What follows belongs to an exercise in optimizing a design on an open flow for small area and a short achievable clock period; a production flow would make more cautious choices. Where RTL was checked, it was by simulation tests only, not by an equivalence proof against the original. No functional check of the RTL was part of run 7. Power is estimated from default activity; no workload was simulated.

[flow/design.v]
`timescale 1ns / 1ps
module ALU(
    input [15:0] A,
    input [15:0] B,
    input sub,
    output [15:0] sum
    );
    wire [15:0] b = B ^ {16{sub}};
    wire [15:0] p0 = A ^ b;
    wire [15:0] g0 = A & b;
    wire [15:0] g1, p1, g2, p2, g3, p3, g4;
    wire [15:0] gi = {g0[15:1], g0[0] | (p0[0] & sub)};
    genvar i;
    generate
        for (i = 0; i < 16; i = i + 1) begin : ks
            if (i >= 1) begin
                assign g1[i] = gi[i] | (p0[i] & gi[i-1]);
                assign p1[i] = p0[i] & p0[i-1];
            end else begin
                assign g1[i] = gi[i];
                assign p1[i] = p0[i];
            end
            if (i >= 2) begin
                assign g2[i] = g1[i] | (p1[i] & g1[i-2]);
                assign p2[i] = p1[i] & p1[i-2];
            end else begin
                assign g2[i] = g1[i];
                assign p2[i] = p1[i];
            end
            if (i >= 4) begin
                assign g3[i] = g2[i] | (p2[i] & g2[i-4]);
                assign p3[i] = p2[i] & p2[i-4];
            end else begin
                assign g3[i] = g2[i];
                assign p3[i] = p2[i];
            end
            if (i >= 8)
                assign g4[i] = g3[i] | (p3[i] & g3[i-8]);
            else
                assign g4[i] = g3[i];
        end
    endgenerate
    assign sum = p0 ^ {g4[14:0], sub};
endmodule
`timescale 1ns / 1ps
module PC(
    input clk,
    input rst,
    input stop,
    input [15:0] PCin,
    output reg [15:0] PCout
    );
    always @(posedge clk)
        if (rst)
            PCout <= 16'h0000;
        else if (stop)
            PCout <= 16'h0040;
        else
            PCout <= PCin;
endmodule
`timescale 1ns / 1ps
module branchUnit(
    input [3:0] op,
    input [15:0] pc,
    input [15:0] A,
    input [15:0] B,
    output [15:0] npc
    );
    wire taken = (op == 4'hC && A == 16'h0000) |
                 (op == 4'hD && A[15]) |
                 (op == 4'hE && !A[15]);
    assign npc = taken ? B : pc + 16'd1;
endmodule
`timescale 1ns / 1ps
module controlUnit(
    input reset,
    input [3:0] op,
    input [3:0] rd,
    input [3:0] rb,
    output clear,
    output wen,
    output [3:0] waddr,
    output store
    );
    wire is_load = (op == 4'h1);
    wire writes_rd = (op >= 4'h2) && (op <= 4'hB);
    assign waddr = is_load ? rb : rd;
    assign wen   = is_load | writes_rd;
    assign clear = reset | (op == 4'hF);
    assign store = (op == 4'h0);
endmodule
`timescale 1ns / 1ps
module mainSelect(
    input [3:0] op,
    input [7:0] imm,
    input [15:0] A,
    input [15:0] B,
    input [15:0] rdata,
    output reg [15:0] result
    );
    wire [15:0] sum, sh;
    ALU ALU(.A(A), .B(B), .sub(op[0]), .sum(sum));
    shiftUnit shiftUnit(.A(A), .B(B), .left(op == 4'h9), .arith(op == 4'hB), .dataOut(sh));
    always @(*)
        case (op)
            4'h1: result = rdata;
            4'h2: result = {imm, 8'h00};
            4'h3: result = {8'h00, imm};
            4'h4, 4'h5: result = sum;
            4'h6: result = A & B;
            4'h7: result = A | B;
            4'h8: result = A ^ B;
            4'h9, 4'hA, 4'hB: result = sh;
            default: result = sum;
        endcase
endmodule
`timescale 1ns / 1ps
module registerFile(
    input clk,
    input clear,
    input wen,
    input [3:0] waddr,
    input [15:0] wdata,
    input [3:0] ra,
    input [3:0] rb,
    output [15:0] A,
    output [15:0] B
    );
    wire [15:0] d = wdata & {16{~clear}};
    wire [16*16-1:0] flat;
    assign flat[15:0] = 16'h0000;
    genvar g;
    generate
        for (g = 1; g < 16; g = g + 1) begin : r
            reg [15:0] q;
            wire en = clear | (wen && waddr == g);
            always @(posedge clk)
                if (en)
                    q <= d;
            assign flat[16*g +: 16] = q;
        end
    endgenerate
    assign A = flat[16*ra +: 16];
    assign B = flat[16*rb +: 16];
endmodule
module shiftUnit(input [15:0] A, input [15:0] B, input left, input arith, output [15:0] dataOut);
    function [15:0] rev(input [15:0] x);
        integer k;
        for (k = 0; k < 16; k = k + 1) rev[k] = x[15 - k];
    endfunction
    wire fill = arith & A[15];
    wire big = |B[15:4];
    wire [15:0] x0 = left ? rev(A) : A;
    wire [15:0] x1 = B[3] ? {{8{fill}}, x0[15:8]} : x0;
    wire [15:0] x2 = B[2] ? {{4{fill}}, x1[15:4]} : x1;
    wire [15:0] x3 = B[1] ? {{2{fill}}, x2[15:2]} : x2;
    wire [15:0] x4 = B[0] ? {fill, x3[15:1]} : x3;
    wire [15:0] s = big ? {16{fill}} : x4;
    assign dataOut = left ? rev(s) : s;
endmodule
`timescale 1ns / 1ps
module datapathAndControl(
    input reset,
    input clk,
    output [15:0] imem_addr,
    input [15:0] imem_data,
    output [15:0] dmem_addr,
    output [15:0] dmem_wdata,
    output dmem_we,
    input [15:0] dmem_rdata
    );
    wire [3:0] op = imem_data[3:0];
    wire [3:0] rd = imem_data[7:4];
    wire [3:0] ra = imem_data[11:8];
    wire [3:0] rb = imem_data[15:12];
    wire [15:0] A, B, result, pc, npc;
    wire        clear, wen;
    wire [3:0]  waddr;
    controlUnit controlUnit(.reset(reset), .op(op), .rd(rd), .rb(rb),
        .clear(clear), .wen(wen), .waddr(waddr), .store(dmem_we));
    registerFile registerFile(.clk(clk), .clear(clear), .wen(wen), .waddr(waddr),
        .wdata(result), .ra(ra), .rb(rb), .A(A), .B(B));
    mainSelect mainSelect(.op(op), .imm(imem_data[15:8]), .A(A), .B(B),
        .rdata(dmem_rdata), .result(result));
    branchUnit branchUnit(.op(op), .pc(pc), .A(A), .B(B), .npc(npc));
    PC PC(.clk(clk), .rst(reset), .stop(op == 4'hF), .PCin(npc), .PCout(pc));
    assign imem_addr  = pc;
    assign dmem_addr  = B;
    assign dmem_wdata = A;
endmodule
[flow/run.sh]
#!/bin/bash
# synth_recipe.tcl (not shown) runs the flow's synth.tcl, then flattens the netlist and writes it again
# the make line also repeats each setting of config.mk as NAME=value (left out here)
make -C /OpenROAD-flow-scripts/flow DESIGN_CONFIG=/design/flow/config.mk WORK_HOME=/design/flow/orfs CLKGATE_MAP_FILE= SYNTH_SCRIPT=/design/flow/synth_recipe.tcl finish
[flow/config.mk]
export PLATFORM = sky130hd
export DESIGN_NAME = datapathAndControl
export DESIGN_NICKNAME = datapathAndControl
export VERILOG_FILES = /design/flow/design.v
export SDC_FILE = /design/flow/constraint.sdc
export NUM_CORES = 4
export LEC_CHECK = 0
export CAP_MARGIN = 20
export CORE_MARGIN = 2
export CORE_UTILIZATION = 40
export SETUP_SLACK_MARGIN = 1.0
export SLEW_MARGIN = 20
export TNS_END_PERCENT = 100
[flow/constraint.sdc]
create_clock -name core_clock -period 6.0 [get_ports {clk}]
set_input_delay 1.2000 -clock core_clock [delete_from_list [all_inputs] [get_ports {clk}]]
set_output_delay 1.2000 -clock core_clock [all_outputs]
set_load 0.01 [all_outputs]
==> results.cfg, run 1 <==
[timing]
fin_setup_tns_ns = 0
fin_crit_ns = 4.99
max_slew_margin_pct = 31.0
rsz0062_at_grt = true
fin_crit_sh_pct = 83.1
tightest_slew_ns = 1.03
hold_violations = 0
final.setup_skew_ns = 0.0106
setup_ws_ns = 1.01
setup_violations = 0
fmax_mhz = 200
slew_violations = 0

[global_routing]
grt_pass1_wl_um = 84200
grt_max_degree = 34
grt_remaining_overflow = 0
grt_pass1_vias = 12500
grtUsageTotal_pct = 27.7
grt_antenna_before_repair = 0

[clock_tree]
clk_pin_slew_worst_paths_ns = 0.05
numCtsBuffers = 29
cts_buffer_depth = 3
clock_sinks = 256
cts_tree = done
cts_root_buf = clkbuf_16
cts.htree.levels = 1
cts_hold_buf = 0
clkLatencyLatePin_ns = 0.56

[yosys]
ys_seq_elements = 256
yosysWarnings = 4
ys.flop_type = edfxtp_1
synth.most_common_cell = edfxtp_1
yosysUniqueCellTypes = 76
synth_fp_nets = 1375
synth_area_um2 = 16000
avgSynthCellArea_um2 = 12.4
synth_cells = 1292
yosysTopAreaCell = edfxtp_1
seq_area_frac_synth_pct = 46.9
yosysTopAreaCellShare_pct = 44.9
async_flop_share_pct = 0
synth-edff-count = 240
ys_top_cells_by_area = edfxtp_1 45%, mux4_2 11%, mux2_2 7.2%
synth_common_cells = 240 x edfxtp_1, 102 x mux2_2, 78 x mux4_2

[power_and_ir_drop]
total_power_uw = 6080
p_int_uw = 4080
p_sw_share_pct = 32.9
p_leak_uw = 0.00697
combPwrFrac_pct = 33.4
powerDensity_nw_per_um2 = 315
power_frac_seq_pct = 40.1
irDropWorstVdd_uv = 207
p_sw_uw = 2000
clock_power_share_pct = 26.6

[detailed_routing]
first_iter_violations = 1556
wl_per_cell_um = 29.6
drt-met1-wl_um = 24400
wl_met2_um = 25600
drc = 0
postRouteAntennaNets = 0
route.top_layer_used = met4
num_vias = 12800
drt-vias-per-instance = 6.48
drtPass1Iterations = 6
wl_met3_um = 5640
wl_um = 58200

[finish]
fin_nets = 1508
n_antenna_cell = 0
area_delta_synth_final_pct = 20.1
drive_above_1_share_pct = 29.0

[floorplan]
die_w_um = 204
chipHeight_um = 204
rows = 73
boundaryPins = 83
core-area_um2 = 39600
start_util_pct = 40.5
die_area_um2 = 41700

[hold_path]
min_to = PC.PCout[0]
hold_depth = 1
min-delay-start = PC.PCout[0]
min_path_type = reg -> reg

[setup_path]
reg2reg_from = registerFile.r[14].q[0]
cp-start-kind = primary input
cp.required_ns = 4.80
rrSetupSlack_ns = 1.70
worstSetupPathType = in -> out
endpoint_kind = output port
crit_fanout = 26
rr_endpoint = registerFile.r[8].q[14]
arrival_ns = 3.79
reg2reg_depth = 16

[placed_design]
dp.final_hpwl_um = 41700
port_buffers = 82
gp_congestion = 1.02
pre_cts_ws_ns = 0.196

[outcome]
status = finished clean

[job]
drv_cap = 0
[state kept, by name, indices dropped and copies added (netlist names)]
| name | cells |
|---|---|
| registerFile.r.q | 240 |
| PC.PCout | 16 |
[worst max path at each step]
stage / start / endpoint / slack [ns]
finish: imem_data[8] / dmem_wdata[15] / 1.01
global route: imem_data[12] / registerFile.r[12].q[14] / 0.98
CTS: imem_data[14] / dmem_addr[1] / 1.00
detailed placement: imem_data[13] / registerFile.r[10].q[15] / 0.20
global placement: imem_data[13] / registerFile.r[14].q[15] / 0.24
floorplan: imem_data[12] / registerFile.r[10].q[14] / 0.86
[metal layers]
metal  vias to the layer above  global-route usage (%)
met5                         -                       0
met4                         0                    11.5
met3                       131                    4.48
met2                       737                    41.8
met1                      6395                    39.7
li1                       5497                       -
[critical path, stage by stage]
cell and delay [ns]:
clkbuf_4 0.23, buf_12 0.22, nand2b_1 0.30, buf_4 0.24, o22ai_1 0.31, nor3_1 0.09, nor2_1 0.47, inv_1 0.18
clkdlybuf4s50_1 0.52
[power by group through the flow]
| stage | sequential [uW] | clock, uW | combinational, uW |
|---|---|---|---|
| 6_report | 2430 | 1610 | 2030 |
| 5_1_grt | 2460 | 1710 | 2150 |
| 4_1_cts | 2430 | 1650 | 1950 |
| 3_5_place_dp | 2460 | 0 | 1920 |
| 3_3_place_gp | 2460 | 0 | 1910 |
| 2_1_floorplan | 2420 | 0 | 1220 |
[cells in the final DEF, fill, tap and decap left out, types with 28 or more instances in the layout]
master             n
edfxtp_1         240
buf_4            101
mux2_2           100
mux4_2            78
clkdlybuf4s50_1   73
nor2_1            68
nand2_1           50
ha_1              47
a21oi_1           43
inv_1             36
a22oi_1           30
clkbuf_16         30
o21ai_0           29
o22ai_1           28
[metrics by stage]
stage	instances	area (um2)	utilization [%]	hold slack (ns)
global route	1969	19300	48.6	0.540
detailed placement	1913	18200	45.8	0.501
finish	1969	19300	48.6	0.512
global placement	1913	18200	45.8	0.497
CTS	1965	19100	48.2	0.513
floorplan	1292	16200	-	0.530
[cell families (layout without fill, tap and decap cells)]
logic type,Yosys count,after routing,share of synthesized area (%)
compound gates,346,346,15.4
xor+xnor,39,39,2.13
fa+ha+maj,49,49,3.87
buf+inv,137,289,3.91
flops,256,256,46.9
mux,204,204,19.6
simple gates,261,261,8.21
[layout make-up]
cell class                      count  area [um2]
Multi-Input combinational cell    899        8220
Sequential cell                   256        7530
Tap cell                          525         657
Clock buffer                       37         756
Clock inverter                     13        97.6
Fill cell                        3497       20400
Timing Repair Buffer              197        1860
Inverter                           42         166
[timing repair]
item,CTS,global route
setup buffers,2,3
gates cloned,0,1
endpoints found under the setup margin,86,173
pin swaps,2,2
gates resized for setup,19,24
==> run 2, diff against run 1 <==
==> flow/flow/run.sh (new file) <==
#!/bin/bash
# Own layout flow: the standard ORFS flow, with only the ABC technology-mapping script
# replaced (flow/abc_speed.script). Registers are mapped before ABC runs, so they are the
# standard synthesis's. Each tool's output goes to a log of its own in this folder and under
# orfs/logs/.
set -euo pipefail
WORK="$(cd "$(dirname "${BASH_SOURCE[0]}")/.." && pwd)"
cd "$WORK"
rm -rf "$WORK/scripts_own"
cp -r "$FLOW_HOME/scripts" "$WORK/scripts_own"
cp "$WORK/flow/abc_speed.script" "$WORK/scripts_own/abc_speed.script"
bash "$WORK/standard.sh" "SCRIPTS_DIR=$WORK/scripts_own" finish > "$WORK/make_finish.log" 2>&1
test -s "$WORK/out/final.def"
==> flow/flow/abc_speed.script (new file) <==
strash
&get -n
&syn2
&dch
&put
map -D 1500
topo
buffer
upsize
dnsize
==> flow/standard.sh (new file) <==
#!/bin/bash
# synth_recipe.tcl (not shown) runs the flow's synth.tcl, then flattens the netlist and writes it again
# the make line also repeats each setting of config.mk as NAME=value (left out here)
make -C /OpenROAD-flow-scripts/flow DESIGN_CONFIG=/design/flow/config.mk WORK_HOME=/design/flow/orfs CLKGATE_MAP_FILE= SYNTH_SCRIPT=/design/flow/synth_recipe.tcl "${@:-finish}"
--- a/flow/config.mk
+++ b/flow/config.mk
@@ -8,6 +8,6 @@
 export CAP_MARGIN = 20
 export CORE_MARGIN = 2
 export CORE_UTILIZATION = 40
-export SETUP_SLACK_MARGIN = 1.0
+export SETUP_SLACK_MARGIN = 1.5
 export SLEW_MARGIN = 20
 export TNS_END_PERCENT = 100
removed: flow/run.sh
==> results.cfg, run 2 <==
[outcome]
status = finished clean

[yosys]
synthSimpleGateAreaFrac_pct = 17.9
synth_compound_area_share_pct = 20.6
synth-edff-count = 240
synth_fp_nets = 1765
synth-xor-area-share_pct = 1.85
synth_common_cells = 256 x nand2_1, 240 x edfxtp_1, 174 x nand3_1
synth.most_common_cell = nand2_1
async_flop_share_pct = 0
yosysTopAreaCellShare_pct = 46.2
synth_area_um2 = 15600
ys.flop_type = edfxtp_1
synth_cells = 1682
synth_top_family_by_area = compound AO/OA/AOI/OAI gates
avgSynthCellArea_um2 = 9.27
yosysWarnings = 4
synth_fa_ha_area_share_pct = 3.98
synth_mux_area_share_pct = 0
yosysUniqueCellTypes = 56
seq_area_frac_synth_pct = 48.3
ys_top_cells_by_area = edfxtp_1 46%, nand2_1 6.2%, nand3_1 5.6%
ys_seq_elements = 256
yosysTopAreaCell = edfxtp_1

[global_routing]
grt_pass1_vias = 13800
grtUsageTotal_pct = 28.5
grt_remaining_overflow = 0
grt_antenna_before_repair = 0
grt_max_degree = 73
grt_pass1_wl_um = 87500

[detailed_routing]
wl_per_cell_um = 25.5
wl_um = 60800
drt-vias-per-instance = 6.18
drtPass1Iterations = 6
num_vias = 14700
drc = 0
postRouteAntennaNets = 0
first_iter_violations = 1575

[finish]
drive_above_1_share_pct = 17.1
fin_nets = 1929
utilization_pct = 50.1
final_common_cell = nand2_1
largest_reg_flops = 240
n_antenna_cell = 0
final_cell_mix = 249 x nand2_1, 240 x edfxtp_1, 174 x nand3_1
largestRegisters = registerFile.r.q x240, PC.PCout x16
regMostFlops = registerFile.r.q
area_delta_synth_final_pct = 24.0

[timing]
fmax_mhz = 222
rsz0062_at_grt = false
slew_violations = 0
setup_ws_ns = 1.50
tightest_slew_ns = 0.675
setup_violations = 0
final.setup_skew_ns = 0.0314
fin_crit_sh_pct = 74.9
fin_crit_ns = 4.50
fin_setup_tns_ns = 0
hold_violations = 0
max_slew_margin_pct = 55.0

[clock_tree]
cts_buffer_depth = 3
cts_tree = done
clock_sinks = 256
cts_root_buf = clkbuf_16
numCtsBuffers = 28
cts.htree.levels = 1
clkLatencyLatePin_ns = 0.58
clk_pin_slew_worst_paths_ns = 0.06

[placed_design]
port_buffers = 82
pre_cts_ws_ns = 0.181
gp_congestion = 0.957
dp.final_hpwl_um = 38900

[setup_path]
worstSetupPathType = in -> reg
arrival_ns = 4.93
crit_slowest_cell = ha_1
cp.required_ns = 6.44
crit_fanout = 7
endpoint_kind = flop
reg2reg_depth = 19
cpPeakStageDelay_ns = 0.35
crit_chain = buf_8 > buf_6 > nor2_2 > buf_6 > a22oi_1 > o221ai_1 > a21oi_1 > nand3_2 > xor2_1 > ha_1 > a21oi_1 > o21bai_1 > a221o_1 > a21o_1 > nand2_2 > a21boi_2 > a31oi_1 > o21ai_2 > a21oi_2 > o21ai_2 > a31oi_4 > clkbuf_16
cp-start-kind = primary input

[floorplan]
die_area_um2 = 40600
core-area_um2 = 38600
start_util_pct = 40.4
boundaryPins = 83
rows = 72
die_w_um = 201
chipHeight_um = 201

[power_and_ir_drop]
powerDensity_nw_per_um2 = 306
p_leak_uw = 0.00735
irDropWorstVdd_uv = 213

[hold_path]
min_path_type = reg -> reg
hold_depth = 1

[job]
drv_cap = 0
## run 2: metal layers
| metal | track usage, % | part of all wire (%) | up-vias |
|---|---|---|---|
| met2 | 46.5 | 46 | 987 |
| met5 | 0 | 0 | - |
| met1 | 37.7 | 39 | 6996 |
| met4 | 13.2 | 5.0 | 0 |
| li1 | - | - | 6575 |
| met3 | 4.08 | 10 | 177 |
## run 2: final timing paths
kind                                from  slack (ns)                 endpoint
setup / recovery           imem_data[13]        1.50  registerFile.r[9].q[14]
hold / removal               PC.PCout[0]        0.48              PC.PCout[0]
setup reg to reg  registerFile.r[4].q[1]        2.21  registerFile.r[9].q[14]
hold reg to reg              PC.PCout[0]        0.48              PC.PCout[0]
## run 2: critical path, delay by kind of cell
family                   cells  cell delay (ns)
XOR/XNOR                     1             0.17
buffers and inverters        4             0.67
AO/OA/AOI/OAI               13             2.25
AND/OR/NAND/NOR              3             0.30
adder cells (fa/ha/maj)      1             0.35
## run 2: cell type report
type	count	area, um2
clock buffer	34	723
clock inverter	17	206
fill	3608	19200
inverter	139	584
multi-input combinational	1176	7160
sequential	256	7530
tap	518	648
timing repair buffer	245	2480
## run 2: stage by stage
| step | total power (uW) | cells | cell area (um2) | hold slack, ns |
|---|---|---|---|---|
| after floorplan | 3380 | 1682 | 15700 | 0.491 |
| after global placement | 4000 | 2281 | 17500 | 0.466 |
| after detailed placement | 4010 | 2281 | 17500 | 0.471 |
| after CTS | 5830 | 2355 | 18900 | 0.484 |
| after global routing | 6160 | 2385 | 19300 | 0.515 |
| final | 5920 | 2385 | 19300 | 0.481 |
## run 2: logic make-up after synthesis
logic type      Yosys count
simple gates            589
compound gates          505
flops                   256
buf+inv                 250
fa+ha+maj                49
xor+xnor                 33
## run 2: repair_timing
| action | CTS | global route |
|---|---|---|
| resized for setup | 76 | 45 |
| endpoints found under the setup margin | 272 | 112 |
| setup buffers | 19 | 25 |
| hold buffers | 0 | 0 |
| pin swaps | 11 | 23 |
| cloned | 4 | 5 |
## run 2: where the power goes
part	switching, uW	total (uW)	leakage (uW)	internal [uW]
sequential	134	2430	0.00261	2300
clock	728	1760	0.000450	1030
combinational	1080	1730	0.00429	648
==> run 3, diff against run 2 <==
==> flow/flow/run.sh (replaced) <==
#!/bin/bash
set -euo pipefail
WORK="$(cd "$(dirname "${BASH_SOURCE[0]}")/.." && pwd)"
cd "$WORK"
rm -rf "$WORK/scripts_own"
cp -r "$FLOW_HOME/scripts" "$WORK/scripts_own"
cp "$WORK/flow/abc_speed.script" "$WORK/scripts_own/abc_speed.script"
bash "$WORK/standard.sh" "SCRIPTS_DIR=$WORK/scripts_own" \
  "BUFFER_PORTS_ARGS=-buffer_cell sky130_fd_sc_hd__buf_1" \
  "CTS_ARGS=-sink_clustering_enable -repair_clock_nets -sink_clustering_size 16 -sink_clustering_max_diameter 50 -buf_list {sky130_fd_sc_hd__clkbuf_4 sky130_fd_sc_hd__clkbuf_8} -dont_use_dummy_load" \
  finish > "$WORK/make_finish.log" 2>&1
test -s "$WORK/out/final.def"
==> results.cfg, run 3 <==
[timing]
hold_violations = 0
max_slew_margin_pct = 20.5
fin_crit_sh_pct = 74.4
setup_violations = 0
fin_crit_ns = 4.47
fin_setup_tns_ns = 0
tightest_slew_ns = 1.19
setup_ws_ns = 1.53
final.setup_skew_ns = 0.0938
fmax_mhz = 224
rsz0062_at_grt = true
slew_violations = 0

[yosys]
synth_cells = 1682
synth_mux_area_share_pct = 0
synth_common_cells = 256 x nand2_1, 240 x edfxtp_1, 174 x nand3_1
synth-edff-count = 240
yosysWarnings = 4
synthSimpleGateAreaFrac_pct = 17.9
yosysUniqueCellTypes = 56
synth_compound_area_share_pct = 20.6
yosysTopAreaCellShare_pct = 46.2
ys.flop_type = edfxtp_1
synth-xor-area-share_pct = 1.85
yosysTopAreaCell = edfxtp_1
synth_top_family_by_area = compound AO/OA/AOI/OAI gates
synth_area_um2 = 15600
async_flop_share_pct = 0
ys_top_cells_by_area = edfxtp_1 46%, nand2_1 6.2%, nand3_1 5.6%
synth_fa_ha_area_share_pct = 3.98
seq_area_frac_synth_pct = 48.3
avgSynthCellArea_um2 = 9.27
synth.most_common_cell = nand2_1
synth_fp_nets = 1765
ys_seq_elements = 256

[power_and_ir_drop]
powerDensity_nw_per_um2 = 282
p_leak_uw = 0.00660
irDropWorstVdd_uv = 159

[global_routing]
grt_antenna_before_repair = 1
grt_pass1_vias = 13700
grt_pass1_wl_um = 85300
grtUsageTotal_pct = 27.7
grt_max_degree = 51
grt_remaining_overflow = 0

[detailed_routing]
wl_per_cell_um = 25.3
drtPass1Iterations = 6
drt-vias-per-instance = 6.19
first_iter_violations = 1683
postRouteAntennaNets = 0
wl_um = 58800
num_vias = 14400
drc = 0

[setup_path]
rr_endpoint = registerFile.r[11].q[14]
rrSetupSlack_ns = 2.30
crit_fanout = 20
cp.required_ns = 4.80
cp-start-kind = primary input
endpoint_kind = output port
reg2reg_depth = 19
worstSetupPathType = in -> out
arrival_ns = 3.27
reg2reg_from = registerFile.r[4].q[5]

[placed_design]
dp.final_hpwl_um = 38800
gp_congestion = 0.994
port_buffers = 82
pre_cts_ws_ns = 0.418

[finish]
largestRegisters = registerFile.r.q x240, PC.PCout x16
final_cell_mix = 250 x nand2_1, 240 x edfxtp_1, 172 x nand3_1
area_delta_synth_final_pct = 14.5
drive_above_1_share_pct = 14.2
n_antenna_cell = 0
fillers = 3689
utilization_pct = 46.3
largest_reg_flops = 240
regMostFlops = registerFile.r.q
final_common_cell = nand2_1
fin_nets = 1890

[hold_path]
min-delay-start = PC.PCout[0]
hold_depth = 1
min_to = PC.PCout[0]
min_path_type = reg -> reg

[floorplan]
chipHeight_um = 201
start_util_pct = 40.4
core-area_um2 = 38600
rows = 72
die_area_um2 = 40600
die_w_um = 201
boundaryPins = 83

[clock_tree]
cts_buffer_depth = 3
numCtsBuffers = 29
cts_tree = done
clock_sinks = 256
clkLatencyLatePin_ns = 0.65
cts_root_buf = clkbuf_8
cts.htree.levels = 1
clk_pin_slew_worst_paths_ns = 0.06

[outcome]
status = finished clean

[job]
drv_cap = 0
==> run 3: cell counts after synthesis <==
No cell type changed its count.
==> run 3: worst max-delay path by stage <==
stage / start / to / cells after the start
after floorplan: imem_data[12] / registerFile.r[10].q[14] / 21
after global placement: imem_data[9] / registerFile.r[15].q[6] / 14
after detailed placement: imem_data[9] / registerFile.r[14].q[6] / 14
after CTS: imem_data[13] / registerFile.r[1].q[14] / 22
after global routing: imem_data[15] / registerFile.r[11].q[14] / 22
final: imem_data[12] / dmem_addr[2] / 12
==> run 3: kinds of logic after synthesis <==
kind of cell             Yosys count
AO/OA/AOI/OAI                    505
XOR/XNOR                          33
adder cells (fa/ha/maj)           49
buffers and inverters            250
flip-flops                       256
AND/OR/NAND/NOR                  589
==> run 3: final cells by class <==
class	instances	area (um2)	share of cell area (%)
Timing Repair Buffer	205	1510	8.46
Sequential cell	256	7530	42.2
Clock buffer	29	399	2.24
Inverter	139	541	3.03
Multi-Input combinational cell	1176	7220	40.5
Tap cell	518	648	3.63
==> run 3: routing by layer <==
metal | routed length (um) | track usage, % | vias to the layer above
li1 | - | - | 6448
met1 | 23100 | 35.9 | 6914
met2 | 27100 | 45.1 | 841
met3 | 5620 | 5.09 | 177
met4 | 2920 | 13.2 | 2
met5 | 12 | 0 | -
==> run 3: worst max-delay path: stages <==
cell and delay (ns):
buf_6 0.14, buf_4 0.15, nor2_1 0.05, buf_4 0.18, a22oi_1 0.16, o221ai_1 0.15
a22oi_1 0.25, nand2_2 0.17, buf_4 0.26, inv_1 0.15, buf_4 0.21, buf_1 0.17
==> run 3: stage by stage <==
stage               power [uW]  cell area, um2  std cells  hold slack (ns)
finish                    5030           17800       2323            0.487
global route              5250           17800       2323            0.551
floorplan                 3380           15700       1682            0.491
CTS                       4960           17500       2304            0.492
global placement          3910           16900       2269            0.470
detailed placement        3930           16900       2270            0.478
==> run 3: power breakdown <==
group	total, uW	internal [uW]	switching, uW	leakage, uW
sequential	2430	2300	130	0.00261
combinational	1590	531	1060	0.00377
clock	1010	425	583	0.000209
==> run 3: repair_timing <==
action                     in CTS  in global routing
cloned                          1                  3
hold buffers                    0                  0
setup buffers                   4                 16
setup endpoints to repair     158                186
resized for setup              15                 40
pin swaps                       4                  5
==> run 4, diff against run 3 <==
--- a/flow/config.mk
+++ b/flow/config.mk
@@ -5,9 +5,9 @@
 export SDC_FILE = /design/flow/constraint.sdc
 export NUM_CORES = 4
 export LEC_CHECK = 0
-export CAP_MARGIN = 20
+export CAP_MARGIN = 5
 export CORE_MARGIN = 2
-export CORE_UTILIZATION = 40
+export CORE_UTILIZATION = 50
 export SETUP_SLACK_MARGIN = 1.5
-export SLEW_MARGIN = 20
+export SLEW_MARGIN = 5
 export TNS_END_PERCENT = 100
==> results.cfg, run 4 <==
[floorplan]
start_util_pct = 50.8
die_w_um = 181
boundaryPins = 83
die_area_um2 = 32600
chipHeight_um = 181
rows = 64
core-area_um2 = 30700

[finish]
n_antenna_cell = 0
final_cell_mix = 249 x nand2_1, 240 x edfxtp_1, 174 x nand3_1
regMostFlops = registerFile.r.q
fin_nets = 1883
fin_area_um2 = 17500
instances_no_fill = 2194
final_common_cell = nand2_1
largest_reg_flops = 240
largestRegisters = registerFile.r.q x240, PC.PCout x16
drive_above_1_share_pct = 13.9
area_delta_synth_final_pct = 12.5

[timing]
fmax_mhz = 226
final.setup_skew_ns = 0.0694
holdWs_ns = 0.515
hold_violations = 0
fin_crit_ns = 4.42
rsz0062_at_grt = false
max_slew_margin_pct = 23.9
fin_crit_sh_pct = 73.7
tightest_slew_ns = 1.14
slew_violations = 0
setup_violations = 0
fin_setup_tns_ns = 0

[global_routing]
gr-usage-met3_pct = 5.62
met1_usage_pct = 47.9
top_usage_layer = met2
grt_antenna_before_repair = 0
grt_pass1_vias = 13100
met2_usage_pct = 52.0
grtUsageTotal_pct = 34.1
grt_remaining_overflow = 0
grt_max_degree = 85
grt_pass1_wl_um = 83600

[yosys]
avgSynthCellArea_um2 = 9.27
ys_seq_elements = 256
synth_cells = 1682
synth_common_cells = 256 x nand2_1, 240 x edfxtp_1, 174 x nand3_1
synth.most_common_cell = nand2_1
ys.flop_type = edfxtp_1
ys_top_cells_by_area = edfxtp_1 46%, nand2_1 6.2%, nand3_1 5.6%
synth_fp_nets = 1765
seq_area_frac_synth_pct = 48.3
synth_area_um2 = 15600
async_flop_share_pct = 0
yosysTopAreaCellShare_pct = 46.2
yosysTopAreaCell = edfxtp_1
yosysWarnings = 4
yosysUniqueCellTypes = 56
synth-edff-count = 240

[setup_path]
arrival_ns = 3.22
cp-start-kind = primary input
cp.required_ns = 4.80
crit_chain = buf_6 > inv_8 > nor2_4 > buf_4 > buf_4 > a22oi_1 > o221ai_1 > a21oi_1 > nand3_2 > buf_4 > inv_1 > buf_1
cpPeakStageDelay_ns = 0.35
worstSetupPathType = in -> out
cp_common_cell = buf_4
crit_slowest_cell = a21oi_1
crit_fanout = 7
endpoint_kind = output port

[placed_design]
port_buffers = 82
gp_congestion = 0.997
dp.final_hpwl_um = 38100
dp_cells = 2146
place_area_um2 = 16700

[job]
drv_cap = 0

[detailed_routing]
drtPass1Iterations = 6
drc = 0
first_iter_violations = 1905
wl_um = 58300
num_vias = 14600
postRouteAntennaNets = 0
drt-vias-per-instance = 6.64
wl_per_cell_um = 26.6

[clock_tree]
cts_tree = done
cts_hold_buf = 0
clk_pin_slew_worst_paths_ns = 0.07
clkLatencyLatePin_ns = 0.60
cts_buffer_depth = 3
cts_root_buf = clkbuf_8
numCtsBuffers = 28
cts.htree.levels = 1
clock_sinks = 256

[power_and_ir_drop]
powerDensity_nw_per_um2 = 284
p_leak_uw = 0.00654
irDropWorstVdd_uv = 179

[hold_path]
min_path_type = reg -> reg

[outcome]
status = finished clean
[run 4: cell counts after synthesis]
No cell type changed its count.
[run 4: cell type report]
class / count / area, um2
multi-input cells: 1176 / 7160
repair inverters: 1 / 8.76
clock buffers: 28 / 385
well taps: 396 / 495
inverters: 139 / 557
flip-flops and latches: 256 / 7530
fillers: 2729 / 13100
repair buffers: 198 / 1410
[run 4: cells by family after synthesis]
logic type / Yosys count / synth area share, %
adder cells (fa/ha/maj): 49 / 3.98
buffers and inverters: 250 / 7.33
AO/OA/AOI/OAI: 505 / 20.6
XOR/XNOR: 33 / 1.85
AND/OR/NAND/NOR: 589 / 17.9
flip-flops: 256 / 48.3
[run 4: per-stage QoR]
stage,utilization [%],worst slack [ns],total power (uW)
after floorplan,-,1.50,3380
after global placement,54.4,0.445,3920
after detailed placement,54.4,0.232,3930
after CTS,56.0,1.50,4910
after global routing,57.2,1.47,5210
final,57.2,1.58,4980
[run 4: path summary, 6_finish.rpt]
kind                                              from                 endpoint  slack [ns]  depth (start not counted)
worst min register to register             PC.PCout[0]              PC.PCout[0]        0.51                          1
worst max register to register  registerFile.r[6].q[1]  registerFile.r[9].q[14]        2.36                         18
worst min-delay path                       PC.PCout[0]              PC.PCout[0]        0.51                          1
worst max-delay path                     imem_data[12]             dmem_addr[9]        1.58                         12
[run 4: timing repair]
action	in CTS	in global routing
buffers inserted	6	9
setup endpoints to repair	246	134
resized for setup	11	48
cloned	0	5
pin swaps	3	12
[run 4: critical path: cells and delay by family]
kind            cells  cell delay [ns]
compound gates      3             0.62
buf+inv             7             1.03
simple gates        2             0.35
[run 4: layer usage]
layer | vias to the layer above | part of all wire [%]
met5 | - | 0
met4 | 0 | 4.9
li1 | 6443 | -
met1 | 6940 | 40
met2 | 1023 | 44
met3 | 169 | 11
[run 4: power by group]
group	internal (uW)	switching, uW
registers	2290	128
clock network	411	567
logic	515	1070
total	3220	1760
==> run 5, diff against run 4 <==
==> flow/flow/run.sh (replaced) <==
#!/bin/bash
# Own layout flow: the standard ORFS flow with two changes:
#  - the ABC technology-mapping script is flow/abc_speed.script. Registers are mapped
#    before ABC runs, so they are the standard synthesis's.
#  - every input and output port still gets a buffer, but a sky130_fd_sc_hd__buf_1
#    (the resizer upsizes it where timing needs) instead of the default delay-cell pick.
# Each tool's output goes to a log of its own in this folder and under orfs/logs/.
set -euo pipefail
WORK="$(cd "$(dirname "${BASH_SOURCE[0]}")/.." && pwd)"
cd "$WORK"
rm -rf "$WORK/scripts_own"
cp -r "$FLOW_HOME/scripts" "$WORK/scripts_own"
cp "$WORK/flow/abc_speed.script" "$WORK/scripts_own/abc_speed.script"
bash "$WORK/standard.sh" "SCRIPTS_DIR=$WORK/scripts_own" \
  "BUFFER_PORTS_ARGS=-buffer_cell sky130_fd_sc_hd__buf_1" \
  finish > "$WORK/make_finish.log" 2>&1
test -s "$WORK/out/final.def"
--- a/flow/config.mk
+++ b/flow/config.mk
@@ -5,9 +5,11 @@
 export SDC_FILE = /design/flow/constraint.sdc
 export NUM_CORES = 4
 export LEC_CHECK = 0
-export CAP_MARGIN = 5
+export CAP_MARGIN = 20
 export CORE_MARGIN = 2
-export CORE_UTILIZATION = 50
+export CORE_UTILIZATION = 40
+export CTS_BUF_LIST = sky130_fd_sc_hd__clkbuf_4 sky130_fd_sc_hd__clkbuf_8
+export CTS_CLUSTER_SIZE = 20
 export SETUP_SLACK_MARGIN = 1.5
-export SLEW_MARGIN = 5
+export SLEW_MARGIN = 20
 export TNS_END_PERCENT = 100
==> results.cfg, run 5 <==
[floorplan]
die_area_um2 = 40600
rows = 72
die_w_um = 201
start_util_pct = 40.4
boundaryPins = 83
chipHeight_um = 201
core-area_um2 = 38600

[setup_path]
crit_chain = buf_6 > buf_6 > nor2_1 > buf_6 > a22oi_1 > o221ai_1 > a22oi_1 > nand2_2 > buf_4 > inv_1 > buf_4 > buf_1
arrival_ns = 3.21
cp_common_cell = buf_6
endpoint_kind = output port
cp.required_ns = 4.80
crit_fanout = 20
rrSetupSlack_ns = 2.26
cp-start-kind = primary input
cpPeakStageDelay_ns = 0.26
critPathBufInv = 7
crit_slowest_cell = buf_4
worstSetupPathType = in -> out
cp_top_family = buffers and inverters

[global_routing]
grt_pass1_vias = 13800
grt_max_degree = 51
grt_pass1_wl_um = 85800
grt_remaining_overflow = 0
grt_antenna_before_repair = 1
grtUsageTotal_pct = 28.0

[yosys]
yosysTopAreaCellShare_pct = 46.2
synth.most_common_cell = nand2_1
yosysWarnings = 4
async_flop_share_pct = 0
ys_seq_elements = 256
yosysUniqueCellTypes = 56
synth-edff-count = 240
synth_area_um2 = 15600
seq_area_frac_synth_pct = 48.3
ys_top_cells_by_area = edfxtp_1 46%, nand2_1 6.2%, nand3_1 5.6%
yosysTopAreaCell = edfxtp_1
avgSynthCellArea_um2 = 9.27
synth_fp_nets = 1765
ys.flop_type = edfxtp_1
synth_common_cells = 256 x nand2_1, 240 x edfxtp_1, 174 x nand3_1
synth_cells = 1682

[clock_tree]
clock_sinks = 256
cts_tree = done
clkLatencyLatePin_ns = 0.59
cts_root_buf = clkbuf_8
cts.htree.levels = 2
numCtsBuffers = 43
cts_buffer_depth = 3
cts_hold_buf = 0
clk_pin_slew_worst_paths_ns = 0.06

[timing]
setup_violations = 0
fmax_mhz = 227
rsz0062_at_grt = false
slew_violations = 0
final.setup_skew_ns = 0.0392
fin_crit_sh_pct = 73.5
fin_setup_tns_ns = 0
tightest_slew_ns = 1.20
max_slew_margin_pct = 20.2
hold_violations = 0
fin_crit_ns = 4.41
holdWs_ns = 0.487

[detailed_routing]
postRouteAntennaNets = 0
wl_um = 59900
drc = 0
wl_per_cell_um = 25.0
drtPass1Iterations = 6
num_vias = 14700
drt-vias-per-instance = 6.13
first_iter_violations = 1816

[outcome]
status = finished clean

[hold_path]
min_path_type = reg -> reg

[finish]
largest_reg_flops = 240
fin_nets = 1926
largestRegisters = registerFile.r.q x240, PC.PCout x16
area_delta_synth_final_pct = 19.3
instances_no_fill = 2392
final_cell_mix = 249 x nand2_1, 240 x edfxtp_1, 172 x nand3_1
fillers = 3638
utilization_pct = 48.2
drive_above_1_share_pct = 17.0
final_common_cell = nand2_1
regMostFlops = registerFile.r.q
n_antenna_cell = 0

[placed_design]
port_buffers = 82
dp_cells = 2270
dp.final_hpwl_um = 38800
gp_congestion = 0.994

[power_and_ir_drop]
powerDensity_nw_per_um2 = 302
p_leak_uw = 0.00699
irDropWorstVdd_uv = 123

[job]
drv_cap = 0
==> run 5: cell counts after synthesis <==
No cell type changed its count.
==> run 5: cell families after synthesis <==
logic type	share of synthesized area [%]
adders and majority gates	3.98
xor gates and xnor gates	1.85
and+or+nand+nor	17.9
buffers and inverters	7.33
AOI/OAI and AO/OA	20.6
DFF	48.3
==> run 5: routing by layer <==
layer | global-route usage, % | up-vias | part of all wire, %
li1 | - | 6571 | -
met1 | 35.8 | 6971 | 39
met2 | 45.6 | 944 | 47
met3 | 5.43 | 175 | 9.6
met4 | 13.8 | 2 | 4.5
met5 | 0 | - | 0.018
==> run 5: what timing repair did <==
| item | CTS | global route |
|---|---|---|
| buffers inserted | 10 | 29 |
| cloned | 1 | 6 |
| endpoints found under the setup margin | 188 | 179 |
| pin swaps | 6 | 20 |
| gates resized for setup | 15 | 69 |
==> run 5: through the flow <==
| stage | total power, uW | area, um2 | setup slack (ns) |
|---|---|---|---|
| 2_1_floorplan | 3380 | 15700 | 1.50 |
| 5_1_grt | 5840 | 18600 | 1.45 |
| 3_5_place_dp | 3930 | 16900 | 0.418 |
| 6_report | 5610 | 18600 | 1.59 |
| 3_3_place_gp | 3910 | 16900 | 0.488 |
| 4_1_cts | 5500 | 17900 | 1.50 |
==> run 5: worst register-to-register path, cell delays in order, from the launching register on <==
cell	delay, ns
edfxtp_1	0.40
inv_1	0.08
o21ai_0	0.10
o221ai_2	0.20
nand3_2	0.14
nand2_4	0.12
nand2_4	0.07
inv_2	0.05
a21oi_1	0.05
fa_2	0.45
a21oi_2	0.18
o21ai_2	0.09
a221o_1	0.36
a21o_1	0.20
nand2_2	0.07
a21boi_2	0.07
a31oi_1	0.16
o21ai_1	0.12
a21oi_1	0.17
o21ai_2	0.09
a31oi_4	0.25
clkbuf_16	0.21
==> run 5: power breakdown <==
group / leakage (uW) / switching, uW / internal [uW] / total, uW
registers: 0.00261 / 130 / 2300 / 2430
clock network: 0.000435 / 724 / 815 / 1540
logic: 0.00394 / 1080 / 562 / 1640
==> run 5: final timing paths <==
path / cells after the start / end / start
worst max-delay path: 12 / dmem_addr[2] / imem_data[12]
worst min-delay path: 1 / PC.PCout[0] / PC.PCout[0]
worst max register to register: 21 / registerFile.r[14].q[14] / registerFile.r[4].q[0]
worst min register to register: 1 / PC.PCout[0] / PC.PCout[0]
==> run 5: area by class of cell <==
class	instances	area (um2)	area share, %
Sequential cell	256	7530	40.5
Tap cell	518	648	3.49
Clock buffer	52	659	3.55
Timing Repair Buffer	227	1780	9.58
Inverter	139	546	2.93
Clock inverter	24	166	0.895
Multi-Input combinational cell	1176	7260	39.1
==> run 6, diff against run 5 <==
==> flow/flow/run.sh (replaced) <==
#!/bin/bash
# Own layout flow: the standard ORFS flow (hierarchical synthesis), with only the ABC
# technology mapping changed. The arithmetic modules (ALU, shiftUnit) are mapped with
# flow/abc_fast.script, which keeps their parallel structure; every other module with
# flow/abc_speed.script. Registers are mapped before ABC runs, so they are the standard
# synthesis's. Each tool's output goes to a log of its own in this folder and under orfs/logs/.
set -euo pipefail
WORK="$(cd "$(dirname "${BASH_SOURCE[0]}")/.." && pwd)"
cd "$WORK"
rm -rf "$WORK/scripts_own"
cp -r "$FLOW_HOME/scripts" "$WORK/scripts_own"
cp "$WORK/flow/abc_speed.script" "$WORK/scripts_own/abc_speed.script"
cp "$WORK/flow/abc_fast.script" "$WORK/scripts_own/abc_fast.script"
# map the arithmetic modules first with the structure-keeping script, then the rest
python3 - "$WORK/scripts_own/synth.tcl" <<'PY'
import sys
p = sys.argv[1]
s = open(p).read()
old = "  log_cmd abc {*}$abc_args\n"
assert s.count(old) == 1
new = ("  set fast_args [lreplace $abc_args 1 1 $::env(SCRIPTS_DIR)/abc_fast.script]\n"
       "  foreach m {ALU shiftUnit} {\n"
       "    if {[llength [tee -q -s result.string select -list $m]] > 0} { log_cmd abc {*}$fast_args $m }\n"
       "  }\n"
       + old)
open(p, "w").write(s.replace(old, new))
PY
bash "$WORK/standard.sh" "SCRIPTS_DIR=$WORK/scripts_own" finish > "$WORK/make_finish.log" 2>&1
test -s "$WORK/out/final.def"
==> flow/flow/abc_fast.script (new file) <==
strash
map -D 1500
topo
buffer
upsize
dnsize
--- a/flow/config.mk
+++ b/flow/config.mk
@@ -8,8 +8,7 @@
 export CAP_MARGIN = 20
 export CORE_MARGIN = 2
 export CORE_UTILIZATION = 40
-export CTS_BUF_LIST = sky130_fd_sc_hd__clkbuf_4 sky130_fd_sc_hd__clkbuf_8
-export CTS_CLUSTER_SIZE = 20
 export SETUP_SLACK_MARGIN = 1.5
 export SLEW_MARGIN = 20
+export SYNTH_HIERARCHICAL = 1
 export TNS_END_PERCENT = 100
==> results.cfg, run 6 <==
[outcome]
status = finished clean

[detailed_routing]
drc = 0
wl_per_cell_um = 25.1
wl_um = 62400
num_vias = 15500
first_iter_violations = 1944
drt-vias-per-instance = 6.23
drtPass1Iterations = 6
postRouteAntennaNets = 0

[yosys]
synth_cells = 1817
synth_compound_area_share_pct = 22.2
synth_top_family_by_area = compound AO/OA/AOI/OAI gates
async_flop_share_pct = 0
synth_fp_nets = 1901
synth_area_um2 = 16200
synth-xor-area-share_pct = 2.32
yosysTopAreaCellShare_pct = 44.5
yosysTopAreaCell = edfxtp_1
synthSimpleGateAreaFrac_pct = 15.2
seq_area_frac_synth_pct = 46.5
yosysUniqueCellTypes = 62
synth_mux_area_share_pct = 2.81
avgSynthCellArea_um2 = 8.92
ys_seq_elements = 256
synth_fa_ha_area_share_pct = 3.91
ys.flop_type = edfxtp_1
ys_top_cells_by_area = edfxtp_1 44%, a21oi_1 5.7%, nand2_1 5.2%
synth-edff-count = 240
synth_common_cells = 240 x edfxtp_1, 226 x nand2_1, 183 x a21oi_1
synth.most_common_cell = edfxtp_1
yosysWarnings = 10

[global_routing]
grtUsageTotal_pct = 28.6
grt_max_degree = 99
grt_pass1_wl_um = 89900
grt_pass1_vias = 14400
grt_antenna_before_repair = 0
grt_remaining_overflow = 0

[finish]
drive_above_1_share_pct = 16.0
final_common_cell = edfxtp_1
final_cell_mix = 240 x edfxtp_1, 226 x nand2_1, 179 x a21oi_1
n_antenna_cell = 0
largestRegisters = registerFile.r.q x240, PC.PCout x16
regMostFlops = registerFile.r.q
fin_nets = 2026
fin_area_um2 = 19900
area_delta_synth_final_pct = 22.7
largest_reg_flops = 240

[setup_path]
cp-start-kind = primary input
cp.required_ns = 6.41
worstSetupPathType = in -> reg
arrival_ns = 4.93
critPathLaunch = imem_data[13]
reg2reg_depth = 15
reg2reg_from = registerFile.r[7].q[4]
endpoint_kind = flop
crit_fanout = 24

[floorplan]
chipHeight_um = 205
boundaryPins = 83
rows = 73
core-area_um2 = 39800
die_w_um = 205
start_util_pct = 40.7
die_area_um2 = 42100

[timing]
fin_crit_sh_pct = 75.3
hold_violations = 0
max_slew_margin_pct = 46.6
final.setup_skew_ns = 0.0407
slew_violations = 0
fin_crit_ns = 4.52
rsz0062_at_grt = true
setup_violations = 0
setup_ws_ns = 1.48
tightest_slew_ns = 0.800
fmax_mhz = 221
fin_setup_tns_ns = 0

[placed_design]
dp.final_hpwl_um = 36900
place_area_um2 = 18000
gp_congestion = 0.966
port_buffers = 82
pre_cts_ws_ns = 0.221

[power_and_ir_drop]
combPwrFrac_pct = 29.5
p_int_uw = 3990
p_sw_uw = 1950
clock_power_share_pct = 30.4
power_frac_seq_pct = 40.1
p_leak_uw = 0.00771
p_sw_share_pct = 32.8
irDropWorstVdd_uv = 239
powerDensity_nw_per_um2 = 299

[clock_tree]
cts_hold_buf = 0
cts.htree.levels = 1
numCtsBuffers = 29
cts_root_buf = clkbuf_16
clkLatencyLatePin_ns = 0.59
clk_pin_slew_worst_paths_ns = 0.06
clock_sinks = 256
cts_buffer_depth = 3
cts_tree = done

[hold_path]
hold_depth = 4
min_path_type = reg -> reg
min-delay-start = PC.PCout[11]

[job]
drv_cap = 0
[run 6: cell types whose count changed after synthesis, moves of 35 or more]
| cell | change |
|---|---|
| o2111ai_1 | +61 |
| nand3_1 | -35 |
| mux2i_1 | +38 |
| a21oi_1 | +108 |
| o211ai_1 | -50 |
| o21ai_0 | +39 |
| o22ai_1 | -102 |
| nor2_1 | +90 |
[run 6: cell type report]
cell class	count	area, um2
Timing Repair inverter	1	8.76
Inverter	140	557
Multi-Input combinational cell	1290	7750
Sequential cell	256	7530
Timing Repair Buffer	224	2430
Tap cell	525	657
Clock inverter	19	218
Clock buffer	33	741
Fill cell	3681	19900
[run 6: path summary, 6_finish.rpt]
path	to	slack (ns)
worst max register to register	registerFile.r[3].q[10]	2.31
worst min register to register	PC.PCout[11]	0.62
worst max-delay path	registerFile.r[3].q[10]	1.48
worst min-delay path	PC.PCout[11]	0.62
[run 6: worst max-delay path, cell delays in order]
cell and delay (ns):
buf_2 0.17, buf_12 0.17, inv_4 0.08, bufbuf_16 0.32, a31oi_1 0.15, nand3_1 0.10, a32o_2 0.31, nor4_1 0.48
nand3_1 0.31, inv_1 0.20, buf_4 0.23, a21oi_1 0.12, mux2i_1 0.19, nand2_1 0.14, a41oi_2 0.30, inv_1 0.09
nor2_2 0.16, buf_6 0.18
[run 6: logic make-up after synthesis]
logic type,after synthesis
and+or+nand+nor,572
xor gates and xnor gates,43
DFF,256
AOI/OAI and AO/OA,582
adders and majority gates,50
buffers and inverters,271
muxes,43
[run 6: stage by stage]
step	hold slack [ns]	util, %	std cells	total power, uW
6_report	0.622	49.9	2488	5940
2_1_floorplan	0.610	-	1817	3350
3_3_place_gp	0.612	45.2	2393	3970
4_1_cts	0.622	49.0	2469	5860
3_5_place_dp	0.612	45.2	2393	3990
5_1_grt	0.669	49.9	2488	6180
[run 6: what timing repair did]
action	in CTS	in global routing
pin swaps	11	23
resized for setup	66	49
endpoints found under the setup margin	279	253
buffers inserted	19	16
gates cloned	5	3
[run 6: power by group through the flow]
stage	registers, uW	clock network [uW]	logic (uW)
2_1_floorplan	2390	0	958
3_3_place_gp	2410	0	1560
3_5_place_dp	2410	0	1570
4_1_cts	2380	1820	1660
5_1_grt	2410	1900	1880
6_report	2380	1810	1750
[run 6: per-module statistics from Yosys (local to each module, per instance)]
module              times used  flip-flops and latches  cells inside
branchUnit                   1                       0            94
shiftUnit                    1                       0           204
mainSelect                   1                       0           252
controlUnit                  1                       0             9
datapathAndControl           1                       0             3
registerFile                 1                     240          1073
PC                           1                      16            51
ALU                          1                       0           131
[run 6: per-layer routing]
metal	up-vias	part of all wire, %	track usage (%)
met5	-	0	0
met3	227	11	5.38
li1	6871	-	-
met1	7343	39	37.3
met4	0	5.4	14.8
met2	1060	45	45.3
==> run 7, diff against run 6 <==
--- a/flow/design.v
+++ b/flow/design.v
@@ -123,12 +123,12 @@
     input [15:0] wdata,
     input [3:0] ra,
     input [3:0] rb,
-    output [15:0] A,
-    output [15:0] B
+    output reg [15:0] A,
+    output reg [15:0] B
     );
     wire [15:0] d = wdata & {16{~clear}};
-    wire [16*16-1:0] flat;
-    assign flat[15:0] = 16'h0000;
+    wire [16*16-1:0] qs;
+    assign qs[15:0] = 16'h0000;
     genvar g;
     generate
         for (g = 1; g < 16; g = g + 1) begin : r
@@ -137,11 +137,33 @@
             always @(posedge clk)
                 if (en)
                     q <= d;
-            assign flat[16*g +: 16] = q;
+            assign qs[16*g +: 16] = q;
         end
     endgenerate
-    assign A = flat[16*ra +: 16];
-    assign B = flat[16*rb +: 16];
+    wire [15:0] sa, sb;
+    generate
+        for (g = 0; g < 16; g = g + 1) begin : dec
+            assign sa[g] = (ra == g);
+            assign sb[g] = (rb == g);
+        end
+    endgenerate
+    function [15:0] sel15(input [15:0] s, input [16*16-1:0] v);
+        integer j, t;
+        reg [15:0] grp;
+        begin
+            sel15 = 16'h0;
+            for (t = 0; t < 5; t = t + 1) begin
+                grp = 16'h0;
+                for (j = 1; j <= 3; j = j + 1)
+                    grp = grp | (v[16*(3*t+j) +: 16] & {16{s[3*t+j]}});
+                sel15 = sel15 | grp;
+            end
+        end
+    endfunction
+    always @(*) begin
+        A = sel15(sa, qs);
+        B = sel15(sb, qs);
+    end
 endmodule
 module shiftUnit(input [15:0] A, input [15:0] B, input left, input arith, output [15:0] dataOut);
     function [15:0] rev(input [15:0] x);
==> flow/flow/run.sh (replaced) <==
#!/bin/bash
# Own layout flow: the standard ORFS flow (hierarchical synthesis), with only the ABC
# technology mapping changed: the register file is mapped with
# flow/abc_struct.script, which keeps its one-hot AND-OR read selects; every other module
# with flow/abc_speed.script. Registers are mapped before ABC runs, so they are the standard
# synthesis's. Each tool's output goes to a log of its own in this folder and under orfs/logs/.
set -euo pipefail
WORK="$(cd "$(dirname "${BASH_SOURCE[0]}")/.." && pwd)"
cd "$WORK"
rm -rf "$WORK/scripts_own"
cp -r "$FLOW_HOME/scripts" "$WORK/scripts_own"
cp "$WORK/flow/abc_speed.script" "$WORK/scripts_own/abc_speed.script"
cp "$WORK/flow/abc_struct.script" "$WORK/scripts_own/abc_struct.script"
# map the register file first with the structure-keeping script, then the rest
python3 - "$WORK/scripts_own/synth.tcl" <<'PY'
import sys
p = sys.argv[1]
s = open(p).read()
old = "  log_cmd abc {*}$abc_args\n"
assert s.count(old) == 1
new = ("  set struct_args [lreplace $abc_args 1 1 $::env(SCRIPTS_DIR)/abc_struct.script]\n"
       "  foreach m {registerFile} {\n"
       "    if {[llength [tee -q -s result.string select -list $m]] > 0} { log_cmd abc {*}$struct_args $m }\n"
       "  }\n"
       + old)
open(p, "w").write(s.replace(old, new))
PY
bash "$WORK/standard.sh" "SCRIPTS_DIR=$WORK/scripts_own" finish > "$WORK/make_finish.log" 2>&1
test -s "$WORK/out/final.def"
==> flow/flow/abc_struct.script (new file) <==
strash
&get -n
&nf
&put
topo
buffer
upsize
dnsize
--- a/flow/config.mk
+++ b/flow/config.mk
@@ -8,6 +8,8 @@
 export CAP_MARGIN = 20
 export CORE_MARGIN = 2
 export CORE_UTILIZATION = 40
+export CTS_BUF_LIST = sky130_fd_sc_hd__clkbuf_4 sky130_fd_sc_hd__clkbuf_8
+export CTS_CLUSTER_SIZE = 20
 export SETUP_SLACK_MARGIN = 1.5
 export SLEW_MARGIN = 20
 export SYNTH_HIERARCHICAL = 1
removed: flow/flow/abc_fast.script
==> results.cfg, run 7 <==
[power_and_ir_drop]
p_sw_uw = 2150
clock_power_share_pct = 26.7
irDropWorstVdd_uv = 177
powerDensity_nw_per_um2 = 314
p_int_uw = 4280
p_sw_share_pct = 33.4
combPwrFrac_pct = 35.1
p_leak_uw = 0.00795
power_frac_seq_pct = 38.2

[timing]
hold_violations = 0
slew_violations = 0
rsz0062_at_grt = true
fin_setup_tns_ns = 0
fin_crit_sh_pct = 78.2
fmax_mhz = 213
max_slew_margin_pct = 27.5
setup_violations = 0
tightest_slew_ns = 1.09
setup_ws_ns = 1.31
fin_crit_ns = 4.69
final.setup_skew_ns = 0.0528

[clock_tree]
numCtsBuffers = 44
clkLatencyLatePin_ns = 0.58
cts.htree.levels = 2
clock_sinks = 256
cts_root_buf = clkbuf_8
cts_tree = done
cts_hold_buf = 0
cts_buffer_depth = 3
clk_pin_slew_worst_paths_ns = 0.06

[yosys]
avgSynthCellArea_um2 = 11.1
seq_area_frac_synth_pct = 51.5
synth-edff-count = 240
synth_cells = 1320
synth_common_cells = 240 x edfxtp_1, 160 x a222oi_1, 149 x nand2_1
ys.flop_type = edfxtp_1
synth.most_common_cell = edfxtp_1
ys_top_cells_by_area = edfxtp_1 49%, a222oi_1 11%, ha_1 4.2%
synth_fp_nets = 1404
yosysTopAreaCellShare_pct = 49.3
async_flop_share_pct = 0
yosysWarnings = 10
yosysTopAreaCell = edfxtp_1
ys_seq_elements = 256
yosysUniqueCellTypes = 72
synth_area_um2 = 14600

[finish]
final_common_cell = edfxtp_1
n_antenna_cell = 0
utilization_pct = 56.4
largestRegisters = registerFile.r.q x240, PC.PCout x16
area_delta_synth_final_pct = 40.1
fin_area_um2 = 20500
fin_nets = 1710
instances_no_fill = 2130
final_cell_mix = 240 x edfxtp_1, 162 x buf_4, 160 x a222oi_1
largest_reg_flops = 240
regMostFlops = registerFile.r.q
drive_above_1_share_pct = 34.8

[setup_path]
cp-start-kind = primary input
rrSetupSlack_ns = 2.16
endpoint_kind = flop
cp.required_ns = 6.32
crit_fanout = 8
reg2reg_depth = 18
arrival_ns = 5.01
rr_endpoint = registerFile.r[6].q[12]
worstSetupPathType = in -> reg
reg2reg_from = registerFile.r[3].q[15]

[floorplan]
core-area_um2 = 36300
boundaryPins = 83
rows = 70
start_util_pct = 40.2
chipHeight_um = 195
die_area_um2 = 38100
die_w_um = 195

[global_routing]
grt_remaining_overflow = 0
grt_max_degree = 46
grt_pass1_wl_um = 84800
grt_pass1_vias = 13300
grtUsageTotal_pct = 29.6
grt_antenna_before_repair = 0

[hold_path]
min-delay-start = PC.PCout[0]
min_to = PC.PCout[0]
hold_depth = 3
min_path_type = reg -> reg

[detailed_routing]
wl_per_cell_um = 27.6
wl_um = 58700
num_vias = 14100
postRouteAntennaNets = 0
drtPass1Iterations = 8
drc = 0
drt-vias-per-instance = 6.60
first_iter_violations = 2640

[outcome]
status = finished clean

[placed_design]
pre_cts_ws_ns = -0.127
gp_congestion = 0.988
port_buffers = 82
dp_cells = 1912
place_area_um2 = 16800
dp.final_hpwl_um = 35700

[job]
drv_cap = 0
[run 7: changes by cell type in the layout (fill, tap and decap cells not counted), moves of 44 or more]
| cell | before | now |
|---|---|---|
| a21oi_1 | 179 | 35 |
| a222oi_1 | 0 | 160 |
| buf_4 | 102 | 162 |
| clkbuf_8 | 0 | 44 |
| inv_1 | 126 | 72 |
| nand2_1 | 226 | 140 |
| nand3_1 | 139 | 36 |
| nor2_1 | 158 | 72 |
| o2111ai_1 | 63 | 0 |
| o21ai_0 | 135 | 28 |
[run 7: routing by layer]
layer	global-route usage (%)	wire (um)	vias to the layer above
met2	48.3	26900	1136
met5	0	0	-
met4	14.4	3470	0
met1	38.3	21400	6753
li1	-	-	5944
met3	5.09	6950	232
[run 7: modules after synthesis (local to each module, per instance)]
module              cells inside  copies in the design  cell area [um2]  flops+latches
branchUnit                    94                     1              520              0
mainSelect                   252                     1             1520              0
ALU                          113                     1              873              0
controlUnit                    9                     1             98.8              0
registerFile                 584                     1            10000            240
shiftUnit                    214                     1             1100              0
PC                            51                     1              474             16
datapathAndControl             3                     1             11.3              0
[run 7: critical path: stages]
cell and delay, ns:
buf_8 0.13, buf_16 0.14, buf_4 0.14, and4bb_4 0.27, a222oi_1 0.36, and3_1 0.26, nand3_2 0.17, or4_4 0.57
nor2_4 0.15, inv_2 0.08, nor2_4 0.17, inv_2 0.09, nor2_2 0.12, nor2_2 0.07, o21ai_4 0.09, o21ai_2 0.11
a32oi_1 0.19, buf_4 0.16, a31oi_4 0.08, nor2b_4 0.16, buf_6 0.14, buf_12 0.12
[run 7: metrics by stage]
step	power, uW	hold slack [ns]
finish	6430	0.642
global route	6670	0.667
CTS	6170	0.646
detailed placement	4170	0.626
global placement	4140	0.610
floorplan	3410	0.610
[run 7: worst max path at each step]
stage                              from                  endpoint  slack [ns]
after floorplan           imem_data[13]  registerFile.r[10].q[14]        1.43
after global placement     imem_data[9]   registerFile.r[1].q[12]       -0.14
after detailed placement   imem_data[9]   registerFile.r[1].q[14]       -0.13
after CTS                 imem_data[15]  registerFile.r[13].q[14]        1.35
after global routing      imem_data[15]   registerFile.r[11].q[1]        1.22
final                     imem_data[12]   registerFile.r[6].q[12]        1.31
[run 7: layout make-up]
type	instances	area [um2]
timing repair buffer	337	3600
clock inverter	28	272
tap	468	586
clock buffer	54	681
multi-input combinational	900	7480
inverter	87	345
sequential	256	7530
fill	2970	15900
[run 7: power by group through the flow]
stage,clock network [uW],registers (uW),logic [uW]
after floorplan,0,2430,979
after global placement,0,2460,1680
after detailed placement,0,2470,1690
after CTS,1730,2440,1990
after global routing,1810,2480,2380
final,1710,2460,2260
[run 7: cells by family (layout without fill, tap and decap cells)]
group                    count (synthesis)  in the layout  share of synthesized area (%)
adder cells (fa/ha/maj)                 50             50                           4.33
AND/OR/NAND/NOR                        435            442                           15.5
buffers and inverters                  171            506                           5.36
XOR/XNOR                                41             41                           2.46
AO/OA/AOI/OAI                          359            359                           20.2
flip-flops                             256            256                           51.5
multiplexers                             8              8                          0.719
[run 7: repair_timing]
action                                  CTS  global route
cloned                                   22             0
gates resized for setup                 287           104
pin swaps                                96            76
hold endpoints to repair                  0             0
endpoints found under the setup margin  288           251
setup buffers                            92            22

[re-timing with driven ports]
Ports are ideal in the flow. The routed layouts listed here were re-timed in OpenROAD. Step 1 assumes that a clkbuf_16 drives the clock port and a buf_2 every other input. Step 2 times the ports against the registers' clock, not the clock port: input delays grow and output delays shrink by t, the midpoint of the rising clock arrivals with the driver on. a / b / c = ideal / step 1 / step 2; a / b = the first two.
run | t, ns | setup slack, ns | hold slack, ns | worst setup path at the end | pins driven straight from the clock port
run 1 | 0.611 | 1.012 / 0.992 / 0.537 | 0.512 / 0.512 / 0.512 | input to register | 1
run 2 | 0.620 | 1.504 / 1.498 / 0.878 | 0.481 / 0.481 / 0.481 | input to register | 1
run 3 | 0.653 | 1.534 / 1.485 / 0.865 | 0.487 / 0.487 / 0.487 | input to register | 1
run 4 | 0.619 | 1.579 / 1.547 / 1.068 | 0.515 / 0.515 / 0.515 | input to register | 1
run 5 | 0.623 | 1.592 / 1.481 / 0.858 | 0.487 / 0.487 / 0.487 | input to register | 1
run 6 | 0.627 | 1.480 / 1.466 / 0.886 | 0.622 / 0.622 / 0.622 | input to register | 1
run 7 | 0.603 | 1.307 / 1.310 / 0.708 | 0.642 / 0.642 / 0.642 | input to register | 1
After both steps every run listed still meets setup and hold. For run 5, which loses most, drivers alone change the setup slack by -0.111 ns; drivers and shift together by -0.734 ns.
